Background: an optimization exercise with open tools, aiming at small area and a short achievable clock period. Do not read the settings as production practice.
The RTL was checked by simulation tests, not by an equivalence proof against the original design.
Power and IR drop assume default switching activity.

Setup of job 3383:
## QRCODE_FINDER
module QRCODE_FINDER (
input             iCLOCK,
input             iRESET,
input [23:0]      iVID_DATA,
input             iVID_START,
input             iVID_DATA_VALID,
input [10:0]      iADDRESS,
input [31:0]      iWRITE_DATA,
input             iWRITE,
input             iREAD,
output reg [31:0] oREAD_DATA,
output reg [23:0] oVID_DATA,
output            oVID_START,
output            oVID_DATA_VALID
);
localparam pTHRESHOLD = 60;
localparam stNONE  = 2'd0;
localparam stWHITE = 2'd1;
localparam stBLACK = 2'd2;
localparam dsIDLE   = 3'd0;
localparam dsFIRST  = 3'd1;
localparam dsCENTER = 3'd3;
localparam dsTHIRD  = 3'd4;
localparam dsFOURTH = 3'd5;
reg [6:0]  rHCNT;
reg [9:0]  rVCNT;
reg        rDSTART;
reg [2:0]  rVALID_PIPE;
reg [2:0]  rSTART_PIPE;
reg [2:0]  rDSTART_PIPE;
reg [23:0] rDATA0, rDATA1;
reg [6:0]  rHCNT_P0, rHCNT_P1;
reg [9:0]  rLUM;
reg [9:0]  rH0, rH1;
reg [19:0] rLBQ;
reg [11:0] rMAG;
reg        rPOS, rNEG;
reg [1:0]  rSTATE;
  ...
For scale: roughly 7800 cells after synthesis, ~3700 flip-flops, ~0.14 mm2 of cells after synthesis.
Settings: LEC_CHECK=0, CAP_MARGIN=20, CORE_MARGIN=2, CORE_UTILIZATION=45, CTS_CLUSTER_DIAMETER=100, CTS_CLUSTER_SIZE=30, SETUP_SLACK_MARGIN=5, SLEW_MARGIN=20; clock period 9.0 ns.
run.sh (not shown) runs the stock make flow with config.mk's settings and CLKGATE_MAP_FILE= SYNTH_SCRIPT=/design/flow/synth_recipe.tcl, a recipe that flattens the netlist after the stock synthesis.
Job 3383 ran to completion and came out clean on the timing, DRC and antenna checks.
Modified inputs, job 9599 compared to job 3383
Settings: CORE_UTILIZATION: 45 -> 65; SETUP_SLACK_MARGIN: 5 -> unset; CTS_CLUSTER_SIZE: 30 -> 24.
==> flow/flow/run.sh (new file) <==
#!/bin/bash
set -euo pipefail
MARGIN=$(cat flow/setup_margin)
sed "s|\"\${@:-finish}\"|SETUP_SLACK_MARGIN=${MARGIN} \"\${@:-finish}\"|" standard.sh > own_standard.sh
grep -q "SETUP_SLACK_MARGIN=${MARGIN}" own_standard.sh
bash own_standard.sh > make_finish.log 2>&1
==> flow/flow/setup_margin (new file) <==
5.5
==> flow/standard.sh (new file) <==
#!/bin/bash
# synth_recipe.tcl (not shown) runs the flow's synth.tcl, then flattens the netlist and writes it again
# the make line also repeats each setting of config.mk as NAME=value (left out here)
make -C /OpenROAD-flow-scripts/flow DESIGN_CONFIG=/design/flow/config.mk WORK_HOME=/design/flow/orfs CLKGATE_MAP_FILE= SYNTH_SCRIPT=/design/flow/synth_recipe.tcl "${@:-finish}"
removed: flow/run.sh
==> comparison <==
According to the power report, total power for job 9599 is higher than for job 3383. Clock latency on the worst-skew pair in job 9599 is 20 ps lower than in job 3383. Number of gates resized after CTS came out higher on job 9599 than on job 3383. Re count of distinct cell types in the synthesized netlist: no difference whatsoever between job 3383 and job 9599. Multi-input gate share of total cell area: job 3383 and job 9599 compared, lower one is job 3383. Setup slack after layout (job 9599 over job 3383): increase, 460 ps.
[inputs] job 878 vs job 9599
Settings: CORE_UTILIZATION now 45, was 65.
### Flow results
- No run among job 878 and job 9599 stopped early or left any final violation; all are clean.
- Job 9599 and job 878 ended up with roughly the same multi-input combinational gate total.
- Of job 878 and job 9599, the run reporting the higher die area was job 878.
- Summary of job 878 over job 9599: share of cell area taken by multi-input logic gates shows a reduction of 0.23 points, total power shows an increase of 230 uW, portion of total power attributed to combinational logic shows a reduction of 0.2 points.

========
Another version of the RTL of QRCODE_FINDER (not shown whole).
For scale: roughly 3700 flip-flops, roughly 130 I/O pins, roughly 140000 um^2 of cells after synthesis.
clock: 9.0 ns
lec_check: 0
cap_margin: 20
core_margin: 2
core_utilization: 45
cts_cluster_diameter: 100
cts_cluster_size: 24
slew_margin: 20
standard.sh (not shown) runs the stock make flow with config.mk's settings and CLKGATE_MAP_FILE= SYNTH_SCRIPT=/design/flow/synth_recipe.tcl, a recipe that flattens the netlist after the stock synthesis.
==> flow/flow/run.sh <==
#!/bin/bash
set -euo pipefail
MARGIN=$(cat flow/setup_margin)
sed "s|\"\${@:-finish}\"|SETUP_SLACK_MARGIN=${MARGIN} \"\${@:-finish}\"|" standard.sh > own_standard.sh
grep -q "SETUP_SLACK_MARGIN=${MARGIN}" own_standard.sh
bash own_standard.sh > make_finish.log 2>&1
==> flow/flow/setup_margin <==
5.8
Change:
==> flow/flow/setup_margin (replaced) <==
5.5
Synthesized area stays the same.
Count of clock-buffer cells in the layout is higher by 27.
Setup slack loses 0.017 ns.
Global-route usage fell by 0.37 points.
Cell area shrinks by 0.92%.
Clock skew went up by 0.012 ns.
Maximum frequency falls by about 0.45%.
Die area does not change.
Via count goes down by about 0.54%.
Critical path depth does not change.
Hold slack loses 0.0032 ns.

========
## the previous run
Another version of the RTL of QRCODE_FINDER (not shown whole).
For scale: ~7800 cells after synthesis, roughly 3700 flip-flops, roughly 130 I/O pins, about 140000 µm² of cells after synthesis.
Settings: LEC_CHECK=0, CAP_MARGIN=20, CORE_MARGIN=2, CORE_UTILIZATION=60, CTS_CLUSTER_DIAMETER=100, CTS_CLUSTER_SIZE=24, SLEW_MARGIN=20; clock period 9.0 ns.
==> flow/flow/setup_margin <==
5.5
Scripts as last shown in full above: flow/flow/run.sh
#### Input delta (the current run over the previous run)
Settings: CORE_UTILIZATION: 60 -> 45.
--- outcome ---
The previous run -> the current run: number of well taps increased by more than a quarter
The current run vs. the previous run: total placed instance area increased by about 0.9% relative to the old numbers; clock transition time at the flip-flop clock pins of the worst setup and hold paths closely matched the old numbers; clock power increased by about 2% relative to the old numbers; worst voltage drop across the vdd grid decreased by about 13% relative to the old numbers.
In the flow results for the previous run and the current run, the ratio of cells with drive above 1 in the final layout is smaller on the previous run.
The current run -> the previous run: power consumption flat

==> static timing again, ports no longer ideal <==
No port has a modelled driver above. Below, the same layouts with a new extraction and two added sets of constraints.
Step 1 (the two cells are an assumption about what drives the block):
set clk [get_ports {iCLOCK}]
set_driving_cell -lib_cell sky130_fd_sc_hd__clkbuf_16 $clk
set_driving_cell -lib_cell sky130_fd_sc_hd__buf_2 [delete_from_list [all_inputs] $clk]
Step 2 moves the port delays by t, midway between the first and last clock arrival at a register: inputs arrive t later, outputs are due t later. That takes back most of the time a late clock gives input paths.
a / b / c = ideal ports / drivers / drivers and shift; a / b = the first two.
run | shift t [ns] | setup slack, ns | slew at the worst register clock pin (ns) | pins driven straight from the clock port
job 3383 | 0.973 | 4.961 / 4.961 / 4.094 | 0.12 / 0.12 | 1
job 9599 | 0.962 | 5.421 / 5.421 / 4.628 | 0.10 / 0.10 | 1
job 878 | 0.968 | 5.333 / 5.333 / 4.723 | 0.10 / 0.10 | 1
the first run of note 2 | 0.976 | 5.224 / 5.224 / 4.853 | 0.11 / 0.11 | 1
the second run of note 2 | 0.989 | 5.207 / 5.207 / 4.635 | 0.11 / 0.11 | 1
the previous run | 0.954 | 5.301 / 5.301 / 4.657 | 0.10 / 0.10 | 1
the current run | 0.992 | 5.357 / 5.357 / 4.568 | 0.11 / 0.11 | 1
After both steps every run listed still meets setup and hold. For job 3383, which loses most, drivers alone change the setup slack by 0.000 ns; drivers and shift together by -0.867 ns.
